This design comes from an exercise in tuning for small area and a short achievable clock period on the open sky130 flow, not from production work.
In this exercise RTL edits were held to simulation tests only and were not proved equivalent to the original.
Power figures rest on the tool's default switching activity, not on a simulated workload.

==> design/flow/design.v <==
`timescale 1ns / 1ps
module mips(
  input  wire        clk, rst,
  output wire [31:0] pc,
  input  wire [31:0] instrF,
  input  wire [31:0] readdataM,
  output wire        memwriteM,
  output wire [31:0] aluout, writedata
);
  reg  [31:2] P4;            
  reg  [31:0] instrD;        
  reg  [31:2] tgtD;          
  reg  [31:0] postA, postB;  
  reg  [31:0] K;             
  reg         eqAB;          
  reg         fwdAD, fwdBD;  
  reg         fwd1, fwd2;    
  reg  [31:0] pE, gE;
  reg  [31:0] writedataE;
  reg         arithE, orE, sltE, cinE;    
  reg         ltE;           
  reg         regwriteE, memtoregE, memwriteE;
  reg  [4:0]  wrE;
  reg  [31:0] aluoutM, writedataM;
  reg         memwriteM_r, memtoregM, wenM;
  reg  [4:0]  wrM;
  reg  [32*32-1:32] rf;      
  wire [5:0]  opD    = instrD[31:26];
  wire [4:0]  rsD    = instrD[25:21];
  wire [4:0]  rtD    = instrD[20:16];
  wire [4:0]  rdD    = instrD[15:11];
  wire [5:0]  functD = instrD[5:0];
  wire rtypeD  = (opD == 6'b000000);
  wire lwD     = (opD == 6'b100011);
  wire swD     = (opD == 6'b101011);
  wire beqD    = (opD == 6'b000100);
  wire addiD   = (opD == 6'b001000);
  wire jD      = (opD == 6'b000010);
  wire f_add = (functD == 6'b100000);
  wire f_sub = (functD == 6'b100010);
  wire f_or  = (functD == 6'b100101);
  wire f_slt = (functD == 6'b101010);
  wire regwriteD = rtypeD | lwD | addiD;
  wire alusrcD   = lwD | swD | addiD;
  wire [4:0] wrD = rtypeD ? rdD : rtD;
  wire sltD   = rtypeD & f_slt;
  wire orD    = rtypeD & f_or;
  wire arithD = ~rtypeD | f_add | f_sub;
  wire cinD   = beqD | (rtypeD & (f_sub | f_slt));
  wire [31:0] signimmD = {{16{instrD[15]}}, instrD[15:0]};
  wire [31:0] sumE = pE + {gE[30:0], cinE};
  wire [31:0] logicE = orE  ? (pE | gE) :
                       sltE ? {31'b0, ltE} :
                              gE;
  wire [31:0] aluoutE = arithE ? sumE : logicE;
  wire [31:0] xe = pE ^ K;
  wire [31:0] ge = gE | (pE & ~K);
  wire [31:0] eqbit = arithE ? ~(xe ^ {ge[30:0], cinE}) : ~(logicE ^ K);
  wire eqK = &eqbit;
  wire zero_pre = fwd1 ? eqK : (fwd2 | eqAB);
  wire pcsrcD = beqD & zero_pre;
  wire [31:2] jumpD = {P4[31:28], instrD[25:0]};
  wire [31:2] seqD = jD ? jumpD : P4;
  wire [31:2] Pk = pcsrcD ? (tgtD & {30{~rst}}) : (seqD & {30{~rst}});
  assign pc = {Pk, 2'b00};
  wire [31:0] cmpA = fwdAD ? aluoutE : postA;
  wire [31:0] cmpB = fwdBD ? aluoutE : postB;
  wire zero_post = (cmpA == cmpB);
  wire lwstall = memtoregE & ((wrE == rtD) | (wrE == rsD));
  wire bstall  = (regwriteE & (wrE == rsD)) | (wrE == rtD) |
                 (memtoregM & (wrM == rsD)) | (wrM == rtD);
  wire stall = beqD & zero_post & (lwstall | bstall);
  wire [31:0] resultM = memtoregM ? readdataM : aluoutM;
  wire fwdMA = wenM & (wrM == rsD);
  wire fwdMB = wenM & (wrM == rtD);
  wire [31:0] srcA_n = fwdAD ? aluoutE : fwdMA ? resultM : postA;
  wire [31:0] srcW_n = fwdBD ? aluoutE : fwdMB ? resultM : postB;
  wire [31:0] srcB_n = alusrcD ? signimmD : (cinD ? ~srcW_n : srcW_n);
  wire [4:0] rsF = instrF[25:21] & {5{~rst}};
  wire [4:0] rtF = instrF[20:16] & {5{~rst}};
  reg  [31:0] rdAF, rdBF;
  integer i;
  always @* begin
    rdAF = 32'b0;
    rdBF = 32'b0;
    for (i = 1; i < 32; i = i + 1) begin
      rdAF = rdAF | ({32{rsF == i[4:0]}} & rf[32*i +: 32]);
      rdBF = rdBF | ({32{rtF == i[4:0]}} & rf[32*i +: 32]);
    end
  end
  wire wenD = regwriteD & (wrD != 5'd0);
  wire hold = stall & ~rst;
  wire [4:0] rsN = hold ? rsD : rsF;
  wire [4:0] rtN = hold ? rtD : rtF;
  wire [31:0] preA_n = hold ? postA : rdAF;
  wire [31:0] preB_n = hold ? postB : rdBF;
  wire hitA_n = wenM & ~rst & (wrM == rsN);
  wire hitB_n = wenM & ~rst & (wrM == rtN);
  wire fwdAD_n = ~rst & ~stall & wenD & (instrF[25:21] == wrD);
  wire fwdBD_n = ~rst & ~stall & wenD & (instrF[20:16] == wrD);
  always @(posedge clk) begin
    P4 <= Pk + 30'd1;
    if (!stall) tgtD <= Pk + {{14{instrF[15]}}, instrF[15:0]};
    postA <= hitA_n ? resultM : preA_n;
    postB <= hitB_n ? resultM : preB_n;
    K <= fwdAD_n ? preB_n : preA_n;
    eqAB <= (preA_n == preB_n);
    fwdAD <= fwdAD_n;
    fwdBD <= fwdBD_n;
    fwd1 <= fwdAD_n ^ fwdBD_n;
    fwd2 <= fwdAD_n & fwdBD_n;
    if (rst) instrD <= 32'b0;
    else if (!stall) instrD <= instrF;
    writedataE <= srcW_n;
    if (rst | stall) begin
      pE <= 32'b0;
      gE <= 32'b0;
      ltE <= 1'b0;
      arithE <= 1'b0; orE <= 1'b0; sltE <= 1'b0; cinE <= 1'b0;
      regwriteE <= 1'b0; memtoregE <= 1'b0; memwriteE <= 1'b0;
      wrE <= 5'b0;
    end else begin
      pE <= srcA_n ^ srcB_n;
      gE <= srcA_n & srcB_n;
      ltE <= srcA_n < srcW_n;
      arithE <= arithD; orE <= orD; sltE <= sltD; cinE <= cinD;
      regwriteE <= regwriteD; memtoregE <= lwD; memwriteE <= swD;
      wrE <= wrD;
    end
    writedataM <= writedataE;
    if (rst) begin
      aluoutM <= 32'b0;
      memwriteM_r <= 1'b0; memtoregM <= 1'b0; wenM <= 1'b0;
      wrM <= 5'b0;
    end else begin
      aluoutM <= aluoutE;
      memwriteM_r <= memwriteE; memtoregM <= memtoregE;
      wenM <= regwriteE & (wrE != 5'd0);
      wrM <= wrE;
    end
  end
  genvar g;
  generate
    for (g = 1; g < 32; g = g + 1) begin : rfw
      always @(posedge clk)
        if (~rst & wenM & (wrM == g)) rf[32*g +: 32] <= resultM;
    end
  endgenerate
  assign memwriteM = memwriteM_r;
  assign aluout = aluoutM;
  assign writedata = writedataM;
endmodule
==> design/flow/flow/run.sh <==
#!/bin/bash
# Standard ORFS layout (the standard.sh, unchanged synthesis) with two
# changes to how the layout is made:
#  - repair_timing is asked for a larger setup margin, so that it keeps
#    improving the paths to the pc outputs once the 16 ns constraint is met;
#  - the port buffers are buf_2 cells instead of the default delay buffers
#    (every port still gets its buffer; repair_timing resizes them as needed).
set -euo pipefail
bash standard.sh SETUP_SLACK_MARGIN=9 "BUFFER_PORTS_ARGS=-buffer_cell sky130_fd_sc_hd__buf_2" finish > make_finish.log 2>&1
==> design/flow/standard.sh <==
#!/bin/bash
# synth_recipe.tcl (not shown) runs the flow's synth.tcl, then flattens the netlist and writes it again
# the make line also repeats each setting of config.mk as NAME=value (left out here)
make -C /OpenROAD-flow-scripts/flow DESIGN_CONFIG=/design/flow/config.mk WORK_HOME=/design/flow/orfs CLKGATE_MAP_FILE= SYNTH_SCRIPT=/design/flow/synth_recipe.tcl "${@:-finish}"
==> design/flow/config.mk <==
export PLATFORM = sky130hd
export DESIGN_NAME = mips
export DESIGN_NICKNAME = mips
export VERILOG_FILES = /design/flow/design.v
export SDC_FILE = /design/flow/constraint.sdc
export NUM_CORES = 4
export LEC_CHECK = 0
export CAP_MARGIN = 20
export CORE_MARGIN = 2
export CORE_UTILIZATION = 40
export CTS_CLUSTER_DIAMETER = 60
export CTS_CLUSTER_SIZE = 30
export SLEW_MARGIN = 20
==> design/flow/constraint.sdc <==
create_clock -name core_clock -period 16.0 [get_ports {clk}]
set_input_delay 3.2000 -clock core_clock [delete_from_list [all_inputs] [get_ports {clk}]]
set_output_delay 3.2000 -clock core_clock [all_outputs]
set_load 0.01 [all_outputs]
==> metrics.md, run 1 <==
| Metric | Value |
|---|---|
| Initial antenna violation count | 9 |
| Synth Area in Adders | 3.036% |
| Drt initial violations | 10020 |
| RR Endpoint | K[24]$_DFF_P_ |
| Core Rows | 148 |
| CTS tree | done |
| Final setup viols | 0 |
| Leading area contributor after synthesis | edfxtp_1 |
| Sw Share | between 20 and 30% |
| Final #Nets | ~6000 |
| Setup crit start kind | input pin |
| Synth Area in Simple Gates | around a tenth |
| Placer Congestion | a little under 1 |
| Worst Hold Class | reg2reg |
| Min Tclk post-route | between 7 and 8 ns |
| Post-synth EDFFs | 1022 |
| H-Tree Depth | 3 |
| Sequential area share after synthesis | a little under three fifths |
| Largest net degree at the start of global routing | 73 |
| Power per cell area | between 100 and 150 nW/µm² |
| Slowest cell on crit path | o311a_4 |
| Mux share of post-synthesis cell area | just over 4% |
| I/O pins | approximately 160 |
| Setup TNS | 0 ns |
| Seq. cell area | between 30000 and 40000 µm² |
| Clock Tree Buf Depth | 3 |
| Yosys top cell area share | between 40% and 50% |
| Synth area leaders | edfxtp_1 47%, dfxtp_1 10%, a22oi_1 6.0% |
| Post-Syn Area per Cell | approximately 12 µm² |
| P&R area growth vs syn | 15.72% |
| Crit-path cells | buf_16, clkinv_8, o311a_4, buf_2 |
| Routed wire length on met3 | between 40000 and 50000 µm |
| Critical path class | in2out |
| Power Total | slightly above 0.008 W |
| Gr ovfl total | 0 |
| Clock Latency Late Sink | 0.78 ns |
| R2r setup slk | 9.20 ns |
| IO Port Bufs | 160 |
| Post-Route Utilization | between 40 and 50% |
| CTS clock-pin slew for the worst setup and hold paths | 0.07 ns |
| Final Cycle Share | approximately 45% |
| Top Layer Used | met5 |
| Internal Power | 0.005848 W |
| Worst-Margin Slew | 1.250 ns |
| Slowest stage delay, CP | 0.25 ns |
| DR WL/cell | 35.78 µm |
| Clock share of power | 37.5% |
| WP data arrival | between 3 and 4 ns |
| Final-layout fill cell count | 14470 |
| Complex-gate fraction of the synthesized area | 18.36% |
| Global Route Usage Sum | around 33% |
| Fmax | 0.1404 GHz |
| Vias | between 50000 and 60000 |
| Crit path from | rst |
| CP endpoint kind | output pin |
| Comb pwr share | a little over an eighth |
| DRC viols | 0 |
| Max Clock Skew | 0.06354 ns |
| CP required | roughly 13 ns |
| TritonCTS Buffers | between 100 and 150 |
| Final wirelength | around 290000 µm |
| Cells after synthesis | roughly 5600 |
| Clk sink count | approximately 1400 |
| CP max FO | 17 |
| Most common cell after layout, fill and taps aside | edfxtp_1 |
| Status | finished clean |
| Yosys reg bits | 1366 |
| DR vias/cell | ~6.9 |
| Max-slew violations | 0 |
| Met1 WL | just over 100000 µm |
| Flop pwr share | roughly 50% |
| Reg-to-Reg Start | gE[9]$_SDFF_PP0_ |
| Initial core utilization | 40.31% |
| Netlist cell types | just under 100 |
| Antenna viol nets, final | 0 |
| Die H | 409.0 µm |
| Synth warn | 1 |
| Main combinational cell family by area after synthesis | compound AO/OA/AOI/OAI gates |
| XOR/XNOR Fraction of Synth Area | under 10% |
| Most used DFF post-synth | edfxtp_1 |
| Leak Pwr | about 27 nW |
| Core area | around 160000 µm² |
| Die X | a little over 400 µm |
| Die Area | 167300 µm² |
| Wire length on met2 | 121300 µm |
| Post-DP HPWL | about 170000 µm |
| RSZ-0062 raised after global routing | yes |
| CP Capture Point | pc[10] |
| Multi-input gate area | around 28000 µm² |
| Async SR Flop Fraction | 0% |
| Vias in the first global route | approximately 51000 |
| Net Sw Power | about 0.0025 W |
| Share of cells above drive strength 1 | 15.33% |
| Post-Syn Area | 65610 µm² |
| Fin Hold WS | between 0.3 and 0.4 ns |
| Max-cap violation count | 0 |
| Most frequent cells in the layout | 1022 x edfxtp_1, 525 x a22oi_1, 321 x dfxtp_1 |
| FF-to-FF path depth | 19 |
| Drt pass-1 iters | 12 |
| Root Driver | clkbuf_16 |
| Final Hold Violating Endpoints | 0 |
| First-pass GRT wire length | just under 400000 µm |
| Max-slew headroom | roughly 16% |
| VDD IR max | about 90 µV |
-- synthesized netlist by cell type, drive strengths merged (148+ instances only) --
library cell	number
a221oi	225
edfxtp	1022
nand4	148
dfxtp	344
nand3	232
nor2	360
inv	163
o21ai	182
mux2i	258
ha	156
a22oi	525
a22o	223
a21oi	184
nand2	246
xnor2	210
clkbuf	273
-- power by group through the flow --
stage | logic [W] | registers [W] | clock network (W)
after floorplan | 0.000647 | 0.00408 | 0
after global placement | 0.00102 | 0.00412 | 0
after detailed placement | 0.00103 | 0.00413 | 0
after CTS | 0.00108 | 0.00405 | 0.00313
after global routing | 0.00120 | 0.00406 | 0.00327
final | 0.00113 | 0.00406 | 0.00312
-- layout make-up --
cell class	count	share of cell area, %
antenna	4	0.01318
clock buffer	114	3.701
clock inverter	92	1.808
inverter	166	0.8602
multi-input combinational	3694	36.44
sequential	1366	49.55
tap	2175	3.584
timing repair buffer	394	4.026
timing repair inverter	1	0.02142
-- per-layer routing --
layer | vias to the layer above | GRT usage, %
met4 | 10 | 18.58
met3 | 1335 | 10.88
li1 | 22210 | -
met2 | 4820 | 48.64
met5 | - | 0.1724
met1 | 26790 | 41.79
-- critical path, delay by kind of cell --
family	cells	cell delay (ns)
compound gates	1	0.25
buf+inv	3	0.45
-- worst min-delay path by stage --
stage               slack (ns)                endpoint  cells past startpoint                    from
finish                    0.32  writedataM[13]$_DFF_P_                      0  writedataE[13]$_DFF_P_
global placement          0.31  writedataM[15]$_DFF_P_                      0  writedataE[15]$_DFF_P_
floorplan                 0.31   writedataM[0]$_DFF_P_                      0   writedataE[0]$_DFF_P_
CTS                       0.33  writedataM[24]$_DFF_P_                      0  writedataE[24]$_DFF_P_
global route              0.33  writedataM[14]$_DFF_P_                      0  writedataE[14]$_DFF_P_
detailed placement        0.31  writedataM[14]$_DFF_P_                      0  writedataE[14]$_DFF_P_
-- registers in the layout, indices dropped and copies added (netlist names), 5 cells and up --
register,cells
K,32
P4,30
aluoutM,32
gE,32
instrD,32
pE,32
postA,32
postB,32
rf,992
tgtD,30
wrE,5
wrM,5
writedataE,32
writedataM,32
-- logic make-up (layout without fill, tap and decap cells) --
| logic type | count (synthesis) | after routing |
|---|---|---|
| compound gates | 1614 | 1614 |
| xor+xnor | 288 | 288 |
| fa+ha+maj | 158 | 158 |
| buf+inv | 522 | 767 |
| flops | 1366 | 1366 |
| mux | 264 | 264 |
| other cells | 1 | 6 |
| simple gates | 1368 | 1368 |
-- stage by stage --
stage	setup WS, ns	std cells	cell area [µm²]
2_1_floorplan	8.765	5582	65830
3_3_place_gp	7.883	7723	69790
3_5_place_dp	7.904	7723	69790
4_1_cts	8.878	7978	75330
5_1_grt	8.862	8003	75920
6_report	8.879	8006	75930
-- repair_timing --
action,CTS,global route
endpoints found under the setup margin,49,138
cloned,9,3
buffers inserted,40,20
hold buffers,0,0
pin swaps,31,33
gates resized for setup,141,99
==> run 2: changes to the inputs <==
==> design/flow/run.sh (new file) <==
#!/bin/bash
# synth_recipe.tcl (not shown) runs the flow's synth.tcl, then flattens the netlist and writes it again
# the make line also repeats each setting of config.mk as NAME=value (left out here)
make -C /OpenROAD-flow-scripts/flow DESIGN_CONFIG=/design/flow/config.mk WORK_HOME=/design/flow/orfs CLKGATE_MAP_FILE= SYNTH_SCRIPT=/design/flow/synth_recipe.tcl finish
--- a/design/flow/config.mk
+++ b/design/flow/config.mk
@@ -10,4 +10,5 @@
 export CORE_UTILIZATION = 40
 export CTS_CLUSTER_DIAMETER = 60
 export CTS_CLUSTER_SIZE = 30
+export SETUP_SLACK_MARGIN = 5
 export SLEW_MARGIN = 20
removed: design/flow/flow/run.sh
removed: design/flow/standard.sh
==> metrics.md, run 2 <==
| Metric | Value |
|---|---|
| Seq. cell area | 37580 µm² (was 37620 µm²) |
| Crit-path leading delay family | simple AND/OR/NAND/NOR gates (was buffers and inverters) |
| Clock Tree Buf Depth | 3 (unchanged) |
| Final setup viols | 0 (unchanged) |
| Power per cell area | 109.1 nW/µm² (was 109.4 nW/µm²) |
| WP data arrival | 6.10 ns (was 3.92 ns) |
| Drt initial violations | 10550 (was 10020) |
| Leading area contributor after synthesis | edfxtp_1 (unchanged) |
| Setup TNS | 0 ns (unchanged) |
| Post CTS Setup Buffer Count | 0 (was 40) |
| Leak Pwr | 25.41 nW (was 26.54 nW) |
| VDD IR max | 109.5 µV (was 88.40 µV) |
| Worst path bufs/invs | 3 (unchanged) |
| R2r setup slk | 7.94 ns (was 9.20 ns) |
| Initial core utilization | 40.31% (unchanged) |
| Max-slew violations | 0 (unchanged) |
| DR WL/cell | 35.41 µm (was 35.78 µm) |
| CP max FO | 43 (was 17) |
| Vias in the first global route | 51000 (was 51450) |
| RR Endpoint | tgtD[31]$_DFFE_PN_ (was K[24]$_DFF_P_) |
| Final Hold Violating Endpoints | 0 (unchanged) |
| Most frequent cells in the layout | 1022 x edfxtp_1, 525 x a22oi_1, 341 x dfxtp_1 (was 1022 x edfxtp_1, 525 x a22oi_1, 321 x dfxtp_1) |
| Hold endpoint | writedataM[15]$_DFF_P_ (was writedataM[13]$_DFF_P_) |
| Cts repair resizes | 0 (was 141) |
| Final worst slack | 6.697 ns (was 8.879 ns) |
| Cells after synthesis | 5581 (unchanged) |
| HP Start | writedataE[15]$_DFF_P_ (was writedataE[13]$_DFF_P_) |
| Critical path depth in cells | 12 (was 4) |
| RSZ-0062 raised after global routing | no (was yes) |
| Commonest cells in the netlist | 1022 x edfxtp_1, 525 x a22oi_1, 358 x nor2_1, 344 x dfxtp_1, 271 x clkbuf_1 (unchanged) |
| CP required | 12.80 ns (about the same) |
| Clock Latency Late Sink | 0.79 ns (was 0.78 ns) |
| Sequential area share after synthesis | 57.27% (unchanged) |
| FF-to-FF path depth | 26 (was 19) |
| Slowest cell on crit path | nor2_2 (was o311a_4) |
| Max reg flops | 992 (unchanged) |
| Fmax | 0.1075 GHz (was 0.1404 GHz) |
| Reg-to-Reg Start | K[10]$_DFF_P_ (was gE[9]$_SDFF_PP0_) |
| Netlist cell types | 99 (unchanged) |
| Antenna viol nets, final | 0 (unchanged) |
| Synth warn | 1 (unchanged) |
| Fin Hold WS | 0.3253 ns (was 0.3246 ns) |
| I/O pins | 163 (unchanged) |
| Clk sink count | 1366 (unchanged) |
| Min Tclk post-route | 9.303 ns (was 7.121 ns) |
| Vias | 54930 (was 55160) |
| Root Driver | clkbuf_16 (unchanged) |
| CTS tree | done (unchanged) |
| Hold path cells | 0 (unchanged) |
| Yosys top cell area share | 46.77% (unchanged) |
| Gr ovfl total | 0 (unchanged) |
| Most frequent cell after synthesis | edfxtp_1 (unchanged) |
| Setup crit start kind | flop (was input pin) |
| Critical path class | reg2out (was in2out) |
| Initial antenna violation count | 11 (was 9) |
| Post-synth EDFFs | 1022 (unchanged) |
| Worst Hold Class | reg2reg (unchanged) |
| H-Tree Depth | 3 (unchanged) |
| Largest net degree at the start of global routing | 73 (unchanged) |
| Max-slew headroom | 11.24% (was 16.05%) |
| Max-cap violation count | 0 (unchanged) |
| Die Area | 167300 µm² (unchanged) |
| Pre-CTS WS | 6.971 ns (was 7.904 ns) |
| P&R area growth vs syn | 13.78% (was 15.72%) |
| Final Cycle Share | 58.14% (was 44.51%) |
| IO Port Bufs | 160 (unchanged) |
| Most common cell after layout, fill and taps aside | edfxtp_1 (unchanged) |
| DRC viols | 0 (unchanged) |
| Biggest register | rf (unchanged) |
| Crit-path cells | inv_1, ha_1, xnor2_1, nand4_1, or4_1, o21ai_0, a41oi_4, buf_4, nor2_2, a21oi_1, nor2_1, clkdlybuf4s50_1 (was buf_16, clkinv_8, o311a_4, buf_2) |
| Post-DP HPWL | 172800 µm (was 172100 µm) |
| Synth area leaders | edfxtp_1 47%, dfxtp_1 10%, a22oi_1 6.0% (unchanged) |
| Power Total | 0.008145 W (was 0.008304 W) |
| Multi-input gate area | 26760 µm² (was 27670 µm²) |
| Global Route Usage Sum | 32.30% (was 32.76%) |
| Drt pass-1 iters | 14 (was 12) |
| Max Clock Skew | 0.03879 ns (was 0.06354 ns) |
| Worst-Margin Slew | 1.321 ns (was 1.250 ns) |
| CTS clock-pin slew for the worst setup and hold paths | 0.07 ns (about the same) |
| Final wirelength | 281100 µm (was 286400 µm) |
| Slowest stage delay, CP | 0.85 ns (was 0.25 ns) |
| Die H | 409.0 µm (unchanged) |
| Most used DFF post-synth | edfxtp_1 (unchanged) |
| TritonCTS Buffers | 110 (was 109) |
| Yosys reg bits | 1366 (unchanged) |
| Core area | 162800 µm² (unchanged) |
| Post-Syn Area per Cell | 11.76 µm² (unchanged) |
| Placer Congestion | 0.9999 (was 0.9603) |
| Hold Buf Count CTS | 0 (unchanged) |
| Share of cells above drive strength 1 | 9.069% (was 15.33%) |
| Final #Nets | 5884 (was 5956) |
| CP endpoint kind | output pin (unchanged) |
| Die X | 409.0 µm (unchanged) |
| DR vias/cell | 6.920 (was 6.890) |
| Final-layout fill cell count | 14650 (was 14470) |
| Core Rows | 148 (unchanged) |
| Post-Syn Area | 65610 µm² (unchanged) |
| Status | finished clean (unchanged) |
| First-pass GRT wire length | 387900 µm (was 393500 µm) |
| Async SR Flop Fraction | 0% (unchanged) |
## run 2: report_power, final
part	switching, W	total [W]	internal (W)	leakage, nW
clock	0.00156	0.00300	0.00145	1.95
sequential	0.000114	0.00405	0.00393	12.3
combinational	0.000707	0.00109	0.000385	11.2
## run 2: metal layers
layer	global-route usage, %	share of wire (%)	wire, µm	vias up
met1	41.54	36	101800	26410
met5	0.6897	0.10	286	-
met2	47.20	42	116800	4980
met4	17.50	7.3	20610	20
met3	11.63	15	41590	1443
li1	-	-	-	22070
## run 2: how the worst max path moves through the flow
stage          slack [ns]      endpoint     startpoint
6_report             6.70        pc[24]  K[10]$_DFF_P_
5_1_grt              6.68        pc[24]  K[20]$_DFF_P_
4_1_cts              6.82        pc[24]  K[10]$_DFF_P_
3_5_place_dp         6.97  eqAB$_DFF_P_            rst
3_3_place_gp         7.14  eqAB$_DFF_P_            rst
2_1_floorplan        8.17        pc[10]            rst
## run 2: worst register-to-register path, cell delays in order (launching register included)
cell and delay, ns:
dfxtp_1 0.30, inv_1 0.18, ha_1 0.28, xnor2_1 0.41, nand4_1 0.21, or4_1 0.50
o21ai_0 0.81, a41oi_4 0.18, buf_4 0.31, o21ai_0 0.27, o311a_1 0.30, ha_1 0.26
a21o_1 0.18, a21oi_1 0.23, o21ai_0 0.11, a21oi_1 0.22, o21ai_0 0.10, a21oi_1 0.24
o21ai_0 0.18, o41ai_1 0.55, o21ai_0 0.33, o41ai_1 0.67, o211ai_1 0.33, a31oi_1 0.30
o21bai_1 0.10, a21oi_1 0.20, xnor2_1 0.08
## run 2: cell type report
cell class | count | share of cell area (%)
clock inverters | 92 | 1.580
diodes | 7 | 0.02346
repair buffers | 322 | 3.918
inverters | 166 | 0.8346
clock buffers | 116 | 3.816
multi-input cells | 3694 | 35.84
flip-flops and latches | 1366 | 50.34
well taps | 2175 | 3.645
## run 2: logic make-up (layout without fill, tap and decap cells)
family	Yosys count	count (layout)	synth area share, %
AOI/OAI and AO/OA	1614	1614	18.36
buffers and inverters	522	696	3.143
and+or+nand+nor	1368	1368	10.28
DFF	1366	1366	57.27
xor gates and xnor gates	288	288	3.844
adders and majority gates	158	158	3.036
other	1	9	0.005715
muxes	264	264	4.058
## run 2: through the flow
stage	instances	cell area [µm²]	util, %
after floorplan	5582	65620	-
after global placement	7716	70420	43.26
after detailed placement	7717	70440	43.27
after CTS	7925	74470	45.75
after global routing	7935	74650	45.86
final	7938	74650	45.86
==> run 3: changes to the inputs <==
--- a/design/flow/design.v
+++ b/design/flow/design.v
@@ -12,7 +12,7 @@
   reg  [31:2] tgtD;          
   reg  [31:0] postA, postB;  
   reg  [31:0] K;             
-  reg         eqAB;          
+  reg  [3:0]  eqAB;          
   reg         fwdAD, fwdBD;  
   reg         fwd1, fwd2;    
   reg  [31:0] pE, gE;
@@ -22,6 +22,7 @@
   reg         regwriteE, memtoregE, memwriteE;
   reg  [4:0]  wrE;
   reg  [31:0] aluoutM, writedataM;
+  reg         rstM;          
   reg         memwriteM_r, memtoregM, wenM;
   reg  [4:0]  wrM;
   reg  [32*32-1:32] rf;      
@@ -57,7 +58,7 @@
   wire [31:0] ge = gE | (pE & ~K);
   wire [31:0] eqbit = arithE ? ~(xe ^ {ge[30:0], cinE}) : ~(logicE ^ K);
   wire eqK = &eqbit;
-  wire zero_pre = fwd1 ? eqK : (fwd2 | eqAB);
+  wire zero_pre = fwd1 ? eqK : (fwd2 | (&eqAB));
   wire pcsrcD = beqD & zero_pre;
   wire [31:2] jumpD = {P4[31:28], instrD[25:0]};
   wire [31:2] seqD = jD ? jumpD : P4;
@@ -104,13 +105,15 @@
     postA <= hitA_n ? resultM : preA_n;
     postB <= hitB_n ? resultM : preB_n;
     K <= fwdAD_n ? preB_n : preA_n;
-    eqAB <= (preA_n == preB_n);
+    eqAB <= {preA_n[31:24] == preB_n[31:24], preA_n[23:16] == preB_n[23:16],
+             preA_n[15:8] == preB_n[15:8], preA_n[7:0] == preB_n[7:0]};
     fwdAD <= fwdAD_n;
     fwdBD <= fwdBD_n;
     fwd1 <= fwdAD_n ^ fwdBD_n;
     fwd2 <= fwdAD_n & fwdBD_n;
-    if (rst) instrD <= 32'b0;
-    else if (!stall) instrD <= instrF;
+    if (rst) {instrD[31:11], instrD[5:0]} <= 27'b0;
+    else if (!stall) {instrD[31:11], instrD[5:0]} <= {instrF[31:11], instrF[5:0]};
+    if (!stall) instrD[10:6] <= instrF[10:6];
     writedataE <= srcW_n;
     if (rst | stall) begin
       pE <= 32'b0;
@@ -128,12 +131,12 @@
       wrE <= wrD;
     end
     writedataM <= writedataE;
+    aluoutM <= aluoutE;
+    rstM <= rst;
     if (rst) begin
-      aluoutM <= 32'b0;
       memwriteM_r <= 1'b0; memtoregM <= 1'b0; wenM <= 1'b0;
       wrM <= 5'b0;
     end else begin
-      aluoutM <= aluoutE;
       memwriteM_r <= memwriteE; memtoregM <= memtoregE;
       wenM <= regwriteE & (wrE != 5'd0);
       wrM <= wrE;
@@ -147,6 +150,6 @@
     end
   endgenerate
   assign memwriteM = memwriteM_r;
-  assign aluout = aluoutM;
+  assign aluout = aluoutM & {32{~rstM}};
   assign writedata = writedataM;
 endmodule
==> design/flow/flow/run.sh (new file) <==
#!/bin/bash
# Standard ORFS layout (the standard.sh, unchanged synthesis) with two
# changes to how the layout is made:
#  - repair_timing is asked for a larger setup margin, so that it keeps
#    improving the paths to the pc outputs once the 16 ns constraint is met;
#  - the port buffers are buf_2 cells instead of the default delay buffers
#    (every port still gets its buffer; repair_timing resizes them as needed).
set -euo pipefail
bash standard.sh SETUP_SLACK_MARGIN=9 "BUFFER_PORTS_ARGS=-buffer_cell sky130_fd_sc_hd__buf_2" finish > make_finish.log 2>&1
==> design/flow/standard.sh (new file) <==
#!/bin/bash
# synth_recipe.tcl (not shown) runs the flow's synth.tcl, then flattens the netlist and writes it again
# the make line also repeats each setting of config.mk as NAME=value (left out here)
make -C /OpenROAD-flow-scripts/flow DESIGN_CONFIG=/design/flow/config.mk WORK_HOME=/design/flow/orfs CLKGATE_MAP_FILE= SYNTH_SCRIPT=/design/flow/synth_recipe.tcl "${@:-finish}"
--- a/design/flow/config.mk
+++ b/design/flow/config.mk
@@ -7,8 +7,7 @@
 export LEC_CHECK = 0
 export CAP_MARGIN = 20
 export CORE_MARGIN = 2
-export CORE_UTILIZATION = 40
+export CORE_UTILIZATION = 60
 export CTS_CLUSTER_DIAMETER = 60
 export CTS_CLUSTER_SIZE = 30
-export SETUP_SLACK_MARGIN = 5
 export SLEW_MARGIN = 20
removed: design/flow/run.sh
==> metrics.md, run 3 <==
| Metric | Value |
|---|---|
| Most used DFF post-synth | edfxtp_1 (unchanged) |
| Max-slew violations | 0 (unchanged) |
| Vias in the first global route | 50670 (was 51000) |
| Placed Cells | 6962 (was 7717) |
| Antenna viol nets, final | 0 (unchanged) |
| Placer Congestion | 0.9928 (was 0.9999) |
| DR WL/cell | 36.63 µm (was 35.41 µm) |
| Die H | 335.1 µm (was 409.0 µm) |
| CTS clock-pin slew for the worst setup and hold paths | 0.07 ns (about the same) |
| Final wirelength | 265400 µm (was 281100 µm) |
| Max Clock Skew | 0.06596 ns (was 0.03879 ns) |
| First-pass GRT wire length | 368100 µm (was 387900 µm) |
| Synth area leaders | edfxtp_1 47%, dfxtp_1 10%, a22oi_1 6.0% (unchanged) |
| Post-Syn Area | 65760 µm² (was 65610 µm²) |
| CP endpoint kind | output pin (unchanged) |
| Initial core utilization | 60.41% (was 40.31%) |
| Async SR Flop Fraction | 0% (unchanged) |
| Yosys reg bits | 1370 (was 1366) |
| Critical path class | in2out (was reg2out) |
| Netlist cell types | 94 (was 99) |
| Global Route Usage Sum | 46.06% (was 32.30%) |
| Drt pass-1 iters | 11 (was 14) |
| Power per cell area | 110.7 nW/µm² (was 109.1 nW/µm²) |
| DRC viols | 0 (unchanged) |
| P&R area growth vs syn | 13.34% (was 13.78%) |
| I/O pins | 163 (unchanged) |
| Clk sink count | 1370 (was 1366) |
| Cells after synthesis | 5604 (was 5581) |
| H-Tree Depth | 3 (unchanged) |
| Synth warn | 1 (unchanged) |
| Final-layout fill cell count | 7884 (was 14650) |
| WP data arrival | 3.93 ns (was 6.10 ns) |
| CTS tree | done (unchanged) |
| Die Area | 112300 µm² (was 167300 µm²) |
| Root Driver | clkbuf_16 (unchanged) |
| Crit path from | rst (was K[10]$_DFF_P_) |
| Core area | 108900 µm² (was 162800 µm²) |
| RR Endpoint | K[18]$_DFF_P_ (was tgtD[31]$_DFFE_PN_) |
| VDD IR max | 151.3 µV (was 109.5 µV) |
| Sequential area share after synthesis | 57.34% (was 57.27%) |
| Die X | 335.1 µm (was 409.0 µm) |
| Worst-Margin Slew | 1.367 ns (was 1.321 ns) |
| Leading area contributor after synthesis | edfxtp_1 (unchanged) |
| Min Tclk post-route | 7.127 ns (was 9.303 ns) |
| Clock Tree Buf Depth | 3 (unchanged) |
| Post-synth EDFFs | 1027 (was 1022) |
| Max-slew headroom | 8.195% (was 11.24%) |
| Max-cap violation count | 0 (unchanged) |
| Setup crit start kind | input pin (was flop) |
| TritonCTS Buffers | 104 (was 110) |
| Initial antenna violation count | 11 (unchanged) |
| Final setup viols | 0 (unchanged) |
| Clock Latency Late Sink | 0.76 ns (was 0.79 ns) |
| CP required | 12.80 ns (about the same) |
| Worst Hold Class | reg2reg (unchanged) |
| Pre-CTS WS | 7.912 ns (was 6.971 ns) |
| Final Hold Violating Endpoints | 0 (unchanged) |
| HP Start | writedataE[16]$_DFF_P_ (was writedataE[15]$_DFF_P_) |
| Biggest register | rf (unchanged) |
| FF-to-FF path depth | 16 (was 26) |
| Cell Count, Final, Fillers Out | 7245 (was 7938) |
| Drt initial violations | 11350 (was 10550) |
| CP max FO | 7 (was 43) |
| Setup TNS | 0 ns (unchanged) |
| Hold path cells | 0 (unchanged) |
| Fmax | 0.1403 GHz (was 0.1075 GHz) |
| Status | finished clean (unchanged) |
| Largest net degree at the start of global routing | 73 (unchanged) |
| IO Port Bufs | 160 (unchanged) |
| Final Cycle Share | 44.55% (was 58.14%) |
| Final worst slack | 8.873 ns (was 6.697 ns) |
| R2r setup slk | 9.14 ns (was 7.94 ns) |
| RSZ-0062 raised after global routing | yes (was no) |
| Leak Pwr | 26.61 nW (was 25.41 nW) |
| Most frequent cell after synthesis | edfxtp_1 (unchanged) |
| Share of cells above drive strength 1 | 13.94% (was 9.069%) |
| Hold endpoint | writedataM[16]$_DFF_P_ (was writedataM[15]$_DFF_P_) |
| Post-Syn Area per Cell | 11.73 µm² (was 11.76 µm²) |
| Power Total | 0.008252 W (was 0.008145 W) |
| DR vias/cell | 7.592 (was 6.920) |
| Yosys top cell area share | 46.90% (was 46.77%) |
| Core Rows | 121 (was 148) |
| Final #Nets | 5956 (was 5884) |
| Max reg flops | 992 (unchanged) |
| Most common cell after layout, fill and taps aside | edfxtp_1 (unchanged) |
| Vias | 55010 (was 54930) |
| Most frequent cells in the layout | 1027 x edfxtp_1, 524 x a22oi_1, 332 x dfxtp_1 (was 1022 x edfxtp_1, 525 x a22oi_1, 341 x dfxtp_1) |
| Gr ovfl total | 0 (unchanged) |
| Reg-to-Reg Start | pE[0]$_SDFF_PP0_ (was K[10]$_DFF_P_) |
| Post-DP HPWL | 150900 µm (was 172800 µm) |
| Commonest cells in the netlist | 1027 x edfxtp_1, 524 x a22oi_1, 356 x nor2_1, 343 x dfxtp_1, 289 x nand2_1 (was 1022 x edfxtp_1, 525 x a22oi_1, 358 x nor2_1, 344 x dfxtp_1, 271 x clkbuf_1) |
==> run 3: cell count changes after synthesis, moves of 10 or more <==
cell | previous run | this run
nor3_1 | 104 | 122
nor2b_1 | 35 | 67
o311a_1 | 22 | 4
mux2_2 | 6 | 16
xnor2_1 | 210 | 179
nand2_1 | 246 | 289
clkbuf_1 | 271 | 255
xor2_1 | 78 | 113
buf_1 | 43 | 53
o21a_1 | 9 | 22
nand3_1 | 232 | 205
o211ai_1 | 46 | 16
==> run 3: layout make-up <==
class | count | area (µm²) | share of cell area (%)
clock buffers | 107 | 2614 | 3.507
inverters | 160 | 623.1 | 0.8360
repair buffers | 364 | 2958 | 3.969
clock inverters | 90 | 1394 | 1.870
well taps | 1414 | 1769 | 2.374
multi-input cells | 3732 | 27430 | 36.80
flip-flops and latches | 1370 | 37730 | 50.62
diodes | 8 | 20.02 | 0.02686
==> run 3: worst max-delay path: stages <==
cell	delay, ns
buf_16	0.14
buf_16	0.16
or2_4	0.25
inv_4	0.07
buf_6	0.10
==> run 3: worst max path at each step <==
| stage | endpoint | slack [ns] |
|---|---|---|
| after global routing | pc[20] | 8.87 |
| after floorplan | pc[2] | 8.74 |
| final | pc[2] | 8.87 |
| after global placement | pc[21] | 7.93 |
| after detailed placement | eqAB[3]$_DFF_P_ | 7.91 |
| after CTS | pc[2] | 8.89 |
==> run 3: metrics by stage <==
| step | utilization, % | hold slack, ns | instance area [µm²] |
|---|---|---|---|
| finish | 68.47 | 0.3275 | 74530 |
| global route | 68.46 | 0.3322 | 74520 |
| CTS | 67.86 | 0.3301 | 73870 |
| detailed placement | 63.12 | 0.3121 | 68710 |
| global placement | 63.12 | 0.3095 | 68700 |
| floorplan | - | 0.3096 | 65890 |
==> run 3: routing by layer <==
metal	GRT usage (%)	up-vias	part of all wire [%]
met4	25.10	16	7.5
met5	0.6079	-	0.064
met3	17.45	1483	16
li1	-	22120	-
met2	66.83	5307	42
met1	59.72	26080	35
==> run 3: logic make-up after synthesis <==
logic type,synth area share (%)
buf+inv,3.000
fa+ha+maj,3.029
flops,57.34
mux,4.115
simple gates,11.00
other cells,0.005703
xor+xnor,3.923
compound gates,17.58
==> run 3: what timing repair did <==
| action | in CTS | in global routing |
|---|---|---|
| pin swaps | 25 | 28 |
| cloned | 11 | 3 |
| hold buffers | 0 | 0 |
| endpoints found under the setup margin | 129 | 117 |
| endpoints found under the hold margin | 0 | 0 |
| buffers inserted | 35 | 27 |
| gates resized for setup | 128 | 73 |
==> run 3: where the power goes <==
group,total (W),internal (W),switching [W]
clock,0.00296,0.00137,0.00159
combinational,0.00116,0.000385,0.000774
sequential,0.00413,0.00402,0.000110
==> run 4: changes to the inputs <==
--- a/design/flow/design.v
+++ b/design/flow/design.v
@@ -22,7 +22,8 @@
   reg         regwriteE, memtoregE, memwriteE;
   reg  [4:0]  wrE;
   reg  [31:0] aluoutM, writedataM;
-  reg         rstM;          
+  reg         bubbleE;       
+  reg         bubbleM;       
   reg         memwriteM_r, memtoregM, wenM;
   reg  [4:0]  wrM;
   reg  [32*32-1:32] rf;      
@@ -115,24 +116,21 @@
     else if (!stall) {instrD[31:11], instrD[5:0]} <= {instrF[31:11], instrF[5:0]};
     if (!stall) instrD[10:6] <= instrF[10:6];
     writedataE <= srcW_n;
+    pE <= srcA_n ^ srcB_n;
+    gE <= srcA_n & srcB_n;
+    ltE <= srcA_n < srcW_n;
+    arithE <= arithD; orE <= orD; sltE <= sltD; cinE <= cinD;
+    bubbleE <= rst | stall;
     if (rst | stall) begin
-      pE <= 32'b0;
-      gE <= 32'b0;
-      ltE <= 1'b0;
-      arithE <= 1'b0; orE <= 1'b0; sltE <= 1'b0; cinE <= 1'b0;
       regwriteE <= 1'b0; memtoregE <= 1'b0; memwriteE <= 1'b0;
       wrE <= 5'b0;
     end else begin
-      pE <= srcA_n ^ srcB_n;
-      gE <= srcA_n & srcB_n;
-      ltE <= srcA_n < srcW_n;
-      arithE <= arithD; orE <= orD; sltE <= sltD; cinE <= cinD;
       regwriteE <= regwriteD; memtoregE <= lwD; memwriteE <= swD;
       wrE <= wrD;
     end
     writedataM <= writedataE;
     aluoutM <= aluoutE;
-    rstM <= rst;
+    bubbleM <= rst | bubbleE;
     if (rst) begin
       memwriteM_r <= 1'b0; memtoregM <= 1'b0; wenM <= 1'b0;
       wrM <= 5'b0;
@@ -150,6 +148,6 @@
     end
   endgenerate
   assign memwriteM = memwriteM_r;
-  assign aluout = aluoutM & {32{~rstM}};
+  assign aluout = aluoutM & {32{~bubbleM}};
   assign writedata = writedataM;
 endmodule
==> metrics.md, run 4 <==
| Metric | Value |
|---|---|
| R2r setup slk | 9.18 ns (was 9.14 ns) |
| IO Port Bufs | 160 (unchanged) |
| DR vias/cell | 7.667 (was 7.592) |
| Seq. cell area | 37760 µm² (was 37730 µm²) |
| Mux share of post-synthesis cell area | 4.471% (was 4.115%) |
| H-Tree Depth | 3 (unchanged) |
| Max Clock Skew | 0.06243 ns (was 0.06596 ns) |
| Vias | 54850 (was 55010) |
| Post-synth EDFFs | 1027 (unchanged) |
| CTS clock-pin slew for the worst setup and hold paths | 0.09 ns (was 0.07 ns) |
| Multi-input gate area | 27110 µm² (was 27430 µm²) |
| Internal Power | 0.006290 W (was 0.005777 W) |
| Clock share of power | 31.9% (was 35.9%) |
| DRC viols | 0 (unchanged) |
| Drt pass-1 iters | 11 (unchanged) |
| Worst path bufs/invs | 4 (unchanged) |
| Clk sink count | 1371 (was 1370) |
| Async SR Flop Fraction | 0% (unchanged) |
| WP data arrival | 3.91 ns (was 3.93 ns) |
| RSZ-0062 raised after global routing | yes (unchanged) |
| Final-layout fill cell count | 7850 (was 7884) |
| RR Endpoint | postB[6]$_DFF_P_ (was K[18]$_DFF_P_) |
| CP max FO | 6 (was 7) |
| Reg-to-Reg Start | pE[0]$_DFF_P_ (was pE[0]$_SDFF_PP0_) |
| VDD IR max | 132.1 µV (was 151.3 µV) |
| Synth Area in Adders | 3.051% (was 3.029%) |
| Initial core utilization | 60.22% (was 60.41%) |
| CP endpoint kind | output pin (unchanged) |
| XOR/XNOR Fraction of Synth Area | 3.743% (was 3.923%) |
| Synth Area in Simple Gates | 9.600% (was 11.00%) |
| Gr ovfl total | 0 (unchanged) |
| Setup TNS | 0 ns (unchanged) |
| Sequential area share after synthesis | 57.79% (was 57.34%) |
| Drt initial violations | 11060 (was 11350) |
| Root Driver | clkbuf_16 (unchanged) |
| Fmax | 0.1406 GHz (was 0.1403 GHz) |
| Worst Hold Class | reg2reg (unchanged) |
| Post-Syn Area | 65280 µm² (was 65760 µm²) |
| Die H | 333.9 µm (was 335.1 µm) |
| Max-cap violation count | 0 (unchanged) |
| Main combinational cell family by area after synthesis | compound AO/OA/AOI/OAI gates (unchanged) |
| Post-Syn Area per Cell | 11.85 µm² (was 11.73 µm²) |
| Yosys reg bits | 1371 (was 1370) |
| Post-DP HPWL | 153300 µm (was 150900 µm) |
| Hold endpoint | writedataM[13]$_DFF_P_ (was writedataM[16]$_DFF_P_) |
| Sw Share | 33.34% (was 29.99%) |
| TritonCTS Buffers | 102 (was 104) |
| Net Sw Power | 0.003146 W (was 0.002475 W) |
| Finished Cell Area | 74510 µm² (was 74530 µm²) |
| Die Area | 111500 µm² (was 112300 µm²) |
| Yosys top cell area share | 47.24% (was 46.90%) |
| Power per cell area | 126.6 nW/µm² (was 110.7 nW/µm²) |
| Complex-gate fraction of the synthesized area | 18.19% (was 17.58%) |
| Commonest cells in the netlist | 1027 x edfxtp_1, 468 x a22oi_1, 400 x nor2_1, 344 x dfxtp_1, 271 x mux2i_1 (was 1027 x edfxtp_1, 524 x a22oi_1, 356 x nor2_1, 343 x dfxtp_1, 289 x nand2_1) |
| Hold path cells | 0 (unchanged) |
| Most used DFF post-synth | edfxtp_1 (unchanged) |
| Placer Congestion | 0.9755 (was 0.9928) |
| Cell Count, Final, Fillers Out | 7154 (was 7245) |
| Final setup viols | 0 (unchanged) |
| Final #Nets | 5867 (was 5956) |
| Biggest register | rf (unchanged) |
| CP required | 12.80 ns (about the same) |
| Hold Buf Count CTS | 0 (unchanged) |
| Leak Pwr | 26.87 nW (was 26.61 nW) |
| FF-to-FF path depth | 19 (was 16) |
| Worst-Margin Slew | 1.307 ns (was 1.367 ns) |
| Most frequent cells in the layout | 1027 x edfxtp_1, 468 x a22oi_1, 328 x dfxtp_1 (was 1027 x edfxtp_1, 524 x a22oi_1, 332 x dfxtp_1) |
| Final wirelength | 267900 µm (was 265400 µm) |
| Crit path from | rst (unchanged) |
| Placed Cells | 6872 (was 6962) |
| Synth warn | 1 (unchanged) |
| Clock Latency Late Sink | 0.78 ns (was 0.76 ns) |
| First-pass GRT wire length | 370100 µm (was 368100 µm) |
| Flop pwr share | 47.6% (was 50.0%) |
| Core Rows | 121 (unchanged) |
| Final Hold Violating Endpoints | 0 (unchanged) |
| Slowest stage delay, CP | 0.27 ns (was 0.25 ns) |
| HP Start | writedataE[13]$_DFF_P_ (was writedataE[16]$_DFF_P_) |
| Max-slew headroom | 12.65% (was 8.195%) |
| Crit-path leading delay family | buffers and inverters (unchanged) |
| Antenna viol nets, final | 0 (unchanged) |
| Status | finished clean (unchanged) |
| I/O pins | 163 (unchanged) |
| Cell Area, Placed | 68230 µm² (was 68710 µm²) |
| Initial antenna violation count | 13 (was 11) |
| CTS tree | done (unchanged) |
| Most common cell after layout, fill and taps aside | edfxtp_1 (unchanged) |
| Vias in the first global route | 51080 (was 50670) |
| Synth area leaders | edfxtp_1 47%, dfxtp_1 11%, a22oi_1 5.4% (was edfxtp_1 47%, dfxtp_1 10%, a22oi_1 6.0%) |
| Final Cycle Share | 44.46% (was 44.55%) |
| Crit-path cells | buf_12, buf_16, or2_4, inv_4, buf_6 (was buf_16, buf_16, or2_4, inv_4, buf_6) |
| Max-slew violations | 0 (unchanged) |
| Die X | 333.9 µm (was 335.1 µm) |
| Cells after synthesis | 5510 (was 5604) |
| Share of cells above drive strength 1 | 14.95% (was 13.94%) |
| Netlist cell types | 101 (was 94) |
| Most frequent cell after synthesis | edfxtp_1 (unchanged) |
| Largest net degree at the start of global routing | 64 (was 73) |
| Global Route Usage Sum | 46.69% (was 46.06%) |
| Critical path class | in2out (unchanged) |
| Max reg flops | 992 (unchanged) |
| Power Total | 0.009436 W (was 0.008252 W) |
| DR WL/cell | 37.45 µm (was 36.63 µm) |
| Comb pwr share | 20.4% (was 14.0%) |
| Min Tclk post-route | 7.114 ns (was 7.127 ns) |
| Slowest cell on crit path | or2_4 (unchanged) |
| P&R area growth vs syn | 14.13% (was 13.34%) |
| Pre-CTS WS | 8.144 ns (was 7.912 ns) |
| Setup crit start kind | input pin (unchanged) |
| Core area | 108400 µm² (was 108900 µm²) |
| Clock Tree Buf Depth | 3 (unchanged) |
| Leading area contributor after synthesis | edfxtp_1 (unchanged) |
| Final worst slack | 8.886 ns (was 8.873 ns) |
run 4: cell count changes in the layout (fill, tap and decap cells not counted), moves of 13 or more:
cell and change:
a21oi_1 -16, a222oi_1 +63, a22oi_1 -56, and2_1 -73, inv_1 +17, mux2i_1 +21
nand2_1 -31, nand3_1 -55, nor2_1 +44, o21ai_1 +13
run 4: cell type report:
cell class	count	area share, %
clock buffer	105	3.469
multi-input combinational	3616	36.39
inverter	179	0.9135
antenna	8	0.02687
sequential	1371	50.68
clock inverter	88	1.998
tap	1414	2.374
timing repair buffer	373	4.146
run 4: per-layer routing:
layer	routed length, µm	global-route usage, %	part of all wire [%]
met1	92250	58.89	34
met2	111800	67.36	42
met3	42110	18.89	16
met4	21380	28.01	8.0
met5	338	1.780	0.13
run 4: cell families (layout without fill, tap and decap cells):
group           Yosys count  count (layout)
mux                     288             288
fa+ha+maj               158             158
compound gates         1587            1587
buf+inv                 524             745
simple gates           1302            1302
flops                  1371            1371
other cells               1              10
xor+xnor                279             279
run 4: repair_timing:
item,CTS,global route
resized for setup,178,104
hold endpoints to repair,0,0
setup buffers,24,41
pin swaps,34,37
cloned,11,4
setup endpoints to repair,127,105
run 4: how the worst max path moves through the flow:
stage | endpoint | slack [ns] | cells after the start
CTS | pc[22] | 8.83 | 4
floorplan | pc[3] | 8.58 | 7
global placement | eqAB[0]$_DFF_P_ | 8.12 | 17
detailed placement | tgtD[30]$_DFFE_PN_ | 8.14 | 21
finish | pc[7] | 8.89 | 5
global route | pc[20] | 8.88 | 15
run 4: power by group through the flow:
stage	Sequential, W	Clock, W	Combinational [W]
after CTS	0.00448	0.00301	0.00181
after global routing	0.00451	0.00315	0.00202
after global placement	0.00455	0	0.00174
after floorplan	0.00448	0	0.00112
after detailed placement	0.00455	0	0.00177
final	0.00449	0.00301	0.00193
run 4: stage by stage:
stage | hold slack, ns | utilization [%]
2_1_floorplan | 0.3096 | -
4_1_cts | 0.3144 | 67.90
5_1_grt | 0.3225 | 68.72
3_3_place_gp | 0.3103 | 62.90
3_5_place_dp | 0.3121 | 62.95
6_report | 0.3151 | 68.74
==> run 5: changes to the inputs <==
--- a/design/flow/design.v
+++ b/design/flow/design.v
@@ -16,13 +16,13 @@
   reg         fwdAD, fwdBD;  
   reg         fwd1, fwd2;    
   reg  [31:0] pE, gE;
+  reg         cinE;
   reg  [31:0] writedataE;
-  reg         arithE, orE, sltE, cinE;    
-  reg         ltE;           
   reg         regwriteE, memtoregE, memwriteE;
   reg  [4:0]  wrE;
   reg  [31:0] aluoutM, writedataM;
   reg         bubbleE;       
+  reg         rstD;          
   reg         bubbleM;       
   reg         memwriteM_r, memtoregM, wenM;
   reg  [4:0]  wrM;
@@ -50,15 +50,10 @@
   wire arithD = ~rtypeD | f_add | f_sub;
   wire cinD   = beqD | (rtypeD & (f_sub | f_slt));
   wire [31:0] signimmD = {{16{instrD[15]}}, instrD[15:0]};
-  wire [31:0] sumE = pE + {gE[30:0], cinE};
-  wire [31:0] logicE = orE  ? (pE | gE) :
-                       sltE ? {31'b0, ltE} :
-                              gE;
-  wire [31:0] aluoutE = arithE ? sumE : logicE;
+  wire [31:0] aluoutE = pE + {gE[30:0], cinE};
   wire [31:0] xe = pE ^ K;
   wire [31:0] ge = gE | (pE & ~K);
-  wire [31:0] eqbit = arithE ? ~(xe ^ {ge[30:0], cinE}) : ~(logicE ^ K);
-  wire eqK = &eqbit;
+  wire eqK = (xe == {ge[30:0], cinE});
   wire zero_pre = fwd1 ? eqK : (fwd2 | (&eqAB));
   wire pcsrcD = beqD & zero_pre;
   wire [31:2] jumpD = {P4[31:28], instrD[25:0]};
@@ -78,8 +73,14 @@
   wire [31:0] srcA_n = fwdAD ? aluoutE : fwdMA ? resultM : postA;
   wire [31:0] srcW_n = fwdBD ? aluoutE : fwdMB ? resultM : postB;
   wire [31:0] srcB_n = alusrcD ? signimmD : (cinD ? ~srcW_n : srcW_n);
-  wire [4:0] rsF = instrF[25:21] & {5{~rst}};
-  wire [4:0] rtF = instrF[20:16] & {5{~rst}};
+  wire        lt_n = srcA_n < srcW_n;
+  wire [31:0] pE_n = arithD ? (srcA_n ^ srcB_n) :
+                     orD    ? (srcA_n | srcB_n) :
+                     sltD   ? {31'b0, lt_n} :
+                              (srcA_n & srcB_n);
+  wire [31:0] gE_n = arithD ? (srcA_n & srcB_n) : 32'b0;
+  wire [4:0] rsF = instrF[25:21];
+  wire [4:0] rtF = instrF[20:16];
   reg  [31:0] rdAF, rdBF;
   integer i;
   always @* begin
@@ -116,11 +117,11 @@
     else if (!stall) {instrD[31:11], instrD[5:0]} <= {instrF[31:11], instrF[5:0]};
     if (!stall) instrD[10:6] <= instrF[10:6];
     writedataE <= srcW_n;
-    pE <= srcA_n ^ srcB_n;
-    gE <= srcA_n & srcB_n;
-    ltE <= srcA_n < srcW_n;
-    arithE <= arithD; orE <= orD; sltE <= sltD; cinE <= cinD;
-    bubbleE <= rst | stall;
+    pE <= pE_n;
+    gE <= gE_n;
+    cinE <= cinD & arithD;
+    rstD <= rst;
+    bubbleE <= rst | stall | rstD;
     if (rst | stall) begin
       regwriteE <= 1'b0; memtoregE <= 1'b0; memwriteE <= 1'b0;
       wrE <= 5'b0;
==> metrics.md, run 5 <==
| Metric | Value |
|---|---|
| Final Hold Violating Endpoints | 0 (unchanged) |
| Flop pwr share | 45.9% (was 47.6%) |
| Biggest register | rf (unchanged) |
| Die Area | 112600 µm² (was 111500 µm²) |
| Max-slew violations | 0 (unchanged) |
| Global Route Usage Sum | 48.98% (was 46.69%) |
| Placed Cells | 6864 (was 6872) |
| Max reg flops | 992 (unchanged) |
| Vias | 55410 (was 54850) |
| Power Total | 0.009794 W (was 0.009436 W) |
| Internal Power | 0.006460 W (was 0.006290 W) |
| Routed wire length on met3 | 49110 µm (was 42110 µm) |
| VDD IR max | 124.1 µV (was 132.1 µV) |
| Worst path bufs/invs | 4 (unchanged) |
| P&R area growth vs syn | 12.05% (was 14.13%) |
| Die H | 335.6 µm (was 333.9 µm) |
| Worst Hold Class | reg2reg (unchanged) |
| TritonCTS Buffers | 106 (was 102) |
| Final setup viols | 0 (unchanged) |
| Most frequent cells in the layout | 1027 x edfxtp_1, 511 x a22oi_1, 353 x nor2_1 (was 1027 x edfxtp_1, 468 x a22oi_1, 328 x dfxtp_1) |
| Clock Latency Late Sink | 0.82 ns (was 0.78 ns) |
| Pre-CTS WS | 7.981 ns (was 8.144 ns) |
| Initial core utilization | 60.53% (was 60.22%) |
| Commonest cells in the netlist | 1027 x edfxtp_1, 511 x a22oi_1, 457 x nor2_1, 340 x dfxtp_1, 261 x clkbuf_1 (was 1027 x edfxtp_1, 468 x a22oi_1, 400 x nor2_1, 344 x dfxtp_1, 271 x mux2i_1) |
| Async SR Flop Fraction | 0% (unchanged) |
| Vias in the first global route | 51210 (was 51080) |
| Final-layout fill cell count | 7980 (was 7850) |
| HP Start | writedataE[23]$_DFF_P_ (was writedataE[13]$_DFF_P_) |
| Post-Syn Area per Cell | 12.01 µm² (was 11.85 µm²) |
| Core Rows | 121 (unchanged) |
| Wire length on met2 | 113400 µm (was 111800 µm) |
| RSZ-0062 raised after global routing | yes (unchanged) |
| Placer Congestion | 0.9697 (was 0.9755) |
| Cell Count, Final, Fillers Out | 7115 (was 7154) |
| Die X | 335.6 µm (was 333.9 µm) |
| Gr ovfl total | 0 (unchanged) |
| Top Layer Used | met5 (unchanged) |
| H-Tree Depth | 3 (unchanged) |
| Reg-to-Reg Start | pE[0]$_DFF_P_ (unchanged) |
| Net Sw Power | 0.003334 W (was 0.003146 W) |
| Slowest cell on crit path | or2_4 (unchanged) |
| Root Driver | clkbuf_16 (unchanged) |
| FF-to-FF path depth | 18 (was 19) |
| Slowest stage delay, CP | 0.27 ns (about the same) |
| IO Port Bufs | 160 (unchanged) |
| Yosys reg bits | 1367 (was 1371) |
| WP data arrival | 3.89 ns (was 3.91 ns) |
| CTS clock-pin slew for the worst setup and hold paths | 0.07 ns (was 0.09 ns) |
| Most frequent CP cell | buf_16 |
| Yosys top cell area share | 46.74% (was 47.24%) |
| Final Cycle Share | 44.34% (was 44.46%) |
| Share of cells above drive strength 1 | 14.56% (was 14.95%) |
| Core area | 109000 µm² (was 108400 µm²) |
| Synth area leaders | edfxtp_1 47%, dfxtp_1 10%, a22oi_1 5.8% (was edfxtp_1 47%, dfxtp_1 11%, a22oi_1 5.4%) |
| Sw Share | 34.04% (was 33.34%) |
| Post-Syn Area | 65980 µm² (was 65280 µm²) |
| CP endpoint kind | output pin (unchanged) |
| Setup crit start kind | input pin (unchanged) |
| Netlist cell types | 107 (was 101) |
| Final #Nets | 5851 (was 5867) |
| RR Endpoint | postA[25]$_DFF_P_ (was postB[6]$_DFF_P_) |
| CP max FO | 6 (unchanged) |
| Worst-Margin Slew | 1.362 ns (was 1.307 ns) |
| Hold endpoint | writedataM[23]$_DFF_P_ (was writedataM[13]$_DFF_P_) |
| Multi-input gate area | 27270 µm² (was 27110 µm²) |
| Hold path cells | 0 (unchanged) |
| Most used DFF post-synth | edfxtp_1 (unchanged) |
| Largest net degree at the start of global routing | 97 (was 64) |
| Leak Pwr | 27.03 nW (was 26.87 nW) |
| DR WL/cell | 39.71 µm (was 37.45 µm) |
| Critical path class | in2out (unchanged) |
| Clock Tree Buf Depth | 3 (unchanged) |
| Max Clock Skew | 0.1036 ns (was 0.06243 ns) |
| Max-cap violation count | 0 (unchanged) |
| Leading area contributor after synthesis | edfxtp_1 (unchanged) |
| Cells after synthesis | 5493 (was 5510) |
| I/O pins | 163 (unchanged) |
| Drt initial violations | 12210 (was 11060) |
| Most frequent cell after synthesis | edfxtp_1 (unchanged) |
| DRC viols | 0 (unchanged) |
| Power per cell area | 132.5 nW/µm² (was 126.6 nW/µm²) |
| Status | finished clean (unchanged) |
| Min Tclk post-route | 7.095 ns (was 7.114 ns) |
| Crit-path cells | buf_16, buf_16, or2_4, inv_4, buf_6 (was buf_12, buf_16, or2_4, inv_4, buf_6) |
| Final worst slack | 8.905 ns (was 8.886 ns) |
| Synth warn | 1 (unchanged) |
| Seq. cell area | 37650 µm² (was 37760 µm²) |
| R2r setup slk | 9.16 ns (was 9.18 ns) |
| Antenna viol nets, final | 0 (unchanged) |
| Initial antenna violation count | 27 (was 13) |
| Most common cell after layout, fill and taps aside | edfxtp_1 (unchanged) |
| Setup TNS | 0 ns (unchanged) |
| Clock share of power | 30.5% (was 31.9%) |
| Fmax | 0.1409 GHz (was 0.1406 GHz) |
| First-pass GRT wire length | 385900 µm (was 370100 µm) |
| Crit-path leading delay family | buffers and inverters (unchanged) |
| CP required | 12.80 ns (about the same) |
| Post-DP HPWL | 162900 µm (was 153300 µm) |
| CTS tree | done (unchanged) |
| Comb pwr share | 23.5% (was 20.4%) |
| Sequential area share after synthesis | 57.06% (was 57.79%) |
| Final wirelength | 282500 µm (was 267900 µm) |
| Max-slew headroom | 8.509% (was 12.65%) |
| Post-synth EDFFs | 1027 (unchanged) |
| DR vias/cell | 7.788 (was 7.667) |
| Drt pass-1 iters | 13 (was 11) |
| Clk sink count | 1367 (was 1371) |
| Met1 WL | 93820 µm (was 92250 µm) |
-- run 5: worst max path at each step --
stage	from	endpoint	slack, ns	depth (start not counted)
2_1_floorplan	rst	tgtD[30]$_DFFE_PN_	8.37	22
3_3_place_gp	rst	pc[25]	8.02	4
3_5_place_dp	rst	pc[25]	7.98	4
4_1_cts	rst	pc[2]	8.90	3
5_1_grt	rst	pc[3]	8.87	3
6_report	rst	pc[27]	8.91	5
-- run 5: cells by family (layout without fill, tap and decap cells) --
family          Yosys count  in the layout  share of synthesized area [%]
fa+ha+maj               190            190                          3.626
flops                  1367           1367                          57.06
mux                     307            307                          5.008
buf+inv                 551            745                          3.311
xor+xnor                272            272                          3.865
compound gates         1501           1501                          17.38
other cells               1             15                       0.005684
simple gates           1304           1304                          9.744
-- run 5: metrics by stage --
step	hold WS, ns	area, µm²	util (%)
2_1_floorplan	0.3096	66160	-
3_3_place_gp	0.3100	69050	63.34
3_5_place_dp	0.3121	69050	63.34
4_1_cts	0.3296	73670	67.58
5_1_grt	0.3334	73910	67.81
6_report	0.3256	73930	67.82
-- run 5: layer usage --
metal	vias to the layer above	GRT usage, %
met4	38	31.75
li1	21680	-
met2	5707	69.12
met5	-	1.737
met3	1788	22.25
met1	26200	60.46
-- run 5: power groups by stage --
stage,Sequential [W],Combinational (W),Clock [W]
final,0.00450,0.00231,0.00299
after global routing,0.00451,0.00242,0.00312
after CTS,0.00449,0.00218,0.00299
after detailed placement,0.00457,0.00215,0
after global placement,0.00457,0.00211,0
after floorplan,0.00451,0.00140,0
-- run 5: timing repair --
item,4_1_cts,5_1_grt
pin swaps,20,12
gates cloned,5,2
resized for setup,64,16
setup endpoints to repair,31,58
hold buffers,0,0
setup buffers,20,8
-- run 5: layout make-up --
type	count	area share [%]
multi-input combinational	3576	36.89
timing repair inverter	1	0.006770
inverter	204	1.049
tap	1414	2.393
sequential	1367	50.93
clock buffer	113	3.710
clock inverter	88	1.701
timing repair buffer	339	3.278
antenna	13	0.04400
==> run 6: changes to the inputs <==
--- a/design/flow/design.v
+++ b/design/flow/design.v
@@ -57,9 +57,9 @@
   wire zero_pre = fwd1 ? eqK : (fwd2 | (&eqAB));
   wire pcsrcD = beqD & zero_pre;
   wire [31:2] jumpD = {P4[31:28], instrD[25:0]};
-  wire [31:2] seqD = jD ? jumpD : P4;
-  wire [31:2] Pk = pcsrcD ? (tgtD & {30{~rst}}) : (seqD & {30{~rst}});
-  assign pc = {Pk, 2'b00};
+  wire [31:2] seqD = jD ? jumpD : rstD ? 30'd1 : P4;
+  wire [31:2] Pn = pcsrcD ? tgtD : seqD;
+  assign pc = {Pn & {30{~rst}}, 2'b00};
   wire [31:0] cmpA = fwdAD ? aluoutE : postA;
   wire [31:0] cmpB = fwdBD ? aluoutE : postB;
   wire zero_post = (cmpA == cmpB);
@@ -102,8 +102,8 @@
   wire fwdAD_n = ~rst & ~stall & wenD & (instrF[25:21] == wrD);
   wire fwdBD_n = ~rst & ~stall & wenD & (instrF[20:16] == wrD);
   always @(posedge clk) begin
-    P4 <= Pk + 30'd1;
-    if (!stall) tgtD <= Pk + {{14{instrF[15]}}, instrF[15:0]};
+    P4 <= Pn + 30'd1;
+    if (!stall) tgtD <= Pn + {{14{instrF[15]}}, instrF[15:0]};
     postA <= hitA_n ? resultM : preA_n;
     postB <= hitB_n ? resultM : preB_n;
     K <= fwdAD_n ? preB_n : preA_n;
==> metrics.md, run 6 <==
| Metric | Value |
|---|---|
| Post-Syn Area per Cell | 12.07 µm² (was 12.01 µm²) |
| Vias in the first global route | 50880 (was 51210) |
| DR vias/cell | 7.873 (was 7.788) |
| Cells after synthesis | 5427 (was 5493) |
| Final-layout fill cell count | 8050 (was 7980) |
| Most used DFF post-synth | edfxtp_1 (unchanged) |
| Hold Buf Count CTS | 0 (unchanged) |
| Final setup viols | 0 (unchanged) |
| Critical path class | in2out (unchanged) |
| Largest net degree at the start of global routing | 97 (unchanged) |
| Biggest register | rf (unchanged) |
| Final Hold Violating Endpoints | 0 (unchanged) |
| Die H | 334.4 µm (was 335.6 µm) |
| Netlist cell types | 111 (was 107) |
| DR WL/cell | 39.72 µm (was 39.71 µm) |
| I/O pins | 163 (unchanged) |
| Core area | 108600 µm² (was 109000 µm²) |
| Yosys top cell area share | 47.09% (was 46.74%) |
| Min Tclk post-route | 7.058 ns (was 7.095 ns) |
| Fmax | 0.1417 GHz (was 0.1409 GHz) |
| Post-synth EDFFs | 1027 (unchanged) |
| Commonest cells in the netlist | 1027 x edfxtp_1, 420 x a22oi_1, 369 x nor2_1, 340 x dfxtp_1, 285 x clkbuf_1 (was 1027 x edfxtp_1, 511 x a22oi_1, 457 x nor2_1, 340 x dfxtp_1, 261 x clkbuf_1) |
| Most common cell after layout, fill and taps aside | edfxtp_1 (unchanged) |
| R2r setup slk | 9.26 ns (was 9.16 ns) |
| Setup TNS | 0 ns (unchanged) |
| Antenna viol nets, final | 0 (unchanged) |
| H-Tree Depth | 3 (unchanged) |
| Yosys reg bits | 1367 (unchanged) |
| Initial core utilization | 60.34% (was 60.53%) |
| Most frequent cell after synthesis | edfxtp_1 (unchanged) |
| Root Driver | clkbuf_16 (unchanged) |
| DRC viols | 0 (unchanged) |
| Leading area contributor after synthesis | edfxtp_1 (unchanged) |
| Setup crit start kind | input pin (unchanged) |
| Clk sink count | 1367 (unchanged) |
| Gr ovfl total | 0 (unchanged) |
| Post-Route Utilization | 67.46% (was 67.82%) |
| WP data arrival | 3.86 ns (was 3.89 ns) |
| Max-slew violations | 0 (unchanged) |
| Max-slew headroom | 12.79% (was 8.509%) |
| Worst-Margin Slew | 1.298 ns (was 1.362 ns) |
| Drt initial violations | 13010 (was 12210) |
| CP endpoint kind | output pin (unchanged) |
| Clock Latency Late Sink | 0.78 ns (was 0.82 ns) |
| Max reg flops | 992 (unchanged) |
| Most frequent cells in the layout | 1027 x edfxtp_1, 420 x a22oi_1, 337 x dfxtp_1 (was 1027 x edfxtp_1, 511 x a22oi_1, 353 x nor2_1) |
| Initial antenna violation count | 15 (was 27) |
| Status | finished clean (unchanged) |
| Worst Hold Class | reg2reg (unchanged) |
[run 6: worst max-delay path, cell delays in order]
cell and delay (ns):
buf_12 0.11, buf_12 0.14, buf_12 0.15, nor2_2 0.11, buf_2 0.14
[run 6: kinds of logic after synthesis]
group                    Yosys count  synth area share [%]
other                              1              0.005726
AND/OR/NAND/NOR                 1307                 10.04
buffers and inverters            555                 3.341
adder cells (fa/ha/maj)          190                 3.653
flip-flops                      1367                 57.48
AO/OA/AOI/OAI                   1502                 17.55
XOR/XNOR                         275                 3.800
multiplexers                     230                 4.128
[run 6: cell type report]
class | count | area, µm² | share of cell area (%)
diodes | 14 | 35.03 | 0.04784
clock buffers | 125 | 2975 | 4.063
clock inverters | 95 | 1321 | 1.804
inverters | 194 | 732.0 | 0.9996
multi-input cells | 3508 | 26620 | 36.35
flip-flops and latches | 1367 | 37650 | 51.42
well taps | 1414 | 1769 | 2.416
repair buffers | 314 | 2122 | 2.898
[run 6: final timing paths]
path / from / end / depth (start not counted)
hold / removal: writedataE[17]$_DFF_P_ / writedataM[17]$_DFF_P_ / 0
setup reg to reg: pE[0]$_DFF_P_ / postA[31]$_DFF_P_ / 19
hold reg to reg: writedataE[17]$_DFF_P_ / writedataM[17]$_DFF_P_ / 0
setup / recovery: rst / pc[18] / 5
[run 6: repair_timing]
action                     CTS  global route
cloned                       4             0
gates resized for setup     46            32
buffers inserted             3             3
setup endpoints to repair   67            96
pin swaps                    2             6
[run 6: layer usage]
layer / vias up / share of wire, % / GRT usage [%]
li1: 21410 / - / -
met1: 26280 / 34 / 62.45
met2: 5937 / 40 / 67.32
met3: 1702 / 18 / 21.23
met4: 30 / 8.3 / 28.87
met5: - / 0.16 / 1.780
[run 6: metrics by stage]
step	std cells	instance area (µm²)	hold WS [ns]	setup slack (ns)
global route	7022	73200	0.3312	8.922
detailed placement	6785	68430	0.3121	8.261
finish	7031	73230	0.3265	8.942
floorplan	5428	65500	0.3096	8.945
global placement	6785	68430	0.3110	8.289
CTS	7012	72990	0.3277	8.955
[run 6: power breakdown]
| group | switching, W | internal, W | leakage [nW] | total [W] |
|---|---|---|---|---|
| combinational | 0.00152 | 0.000647 | 12.1 | 0.00217 |
| sequential | 0.000131 | 0.00437 | 12.1 | 0.00450 |
| clock | 0.00162 | 0.00154 | 2.07 | 0.00316 |

Re-timed with assumed drivers on the ports (clkbuf_16 on the clock, buf_2 on other inputs), run 6 has 8.884 ns of setup slack against 8.942 ns with ideal ports, and 8.490 ns once port delays also move by the mid clock arrival of 0.823 ns.
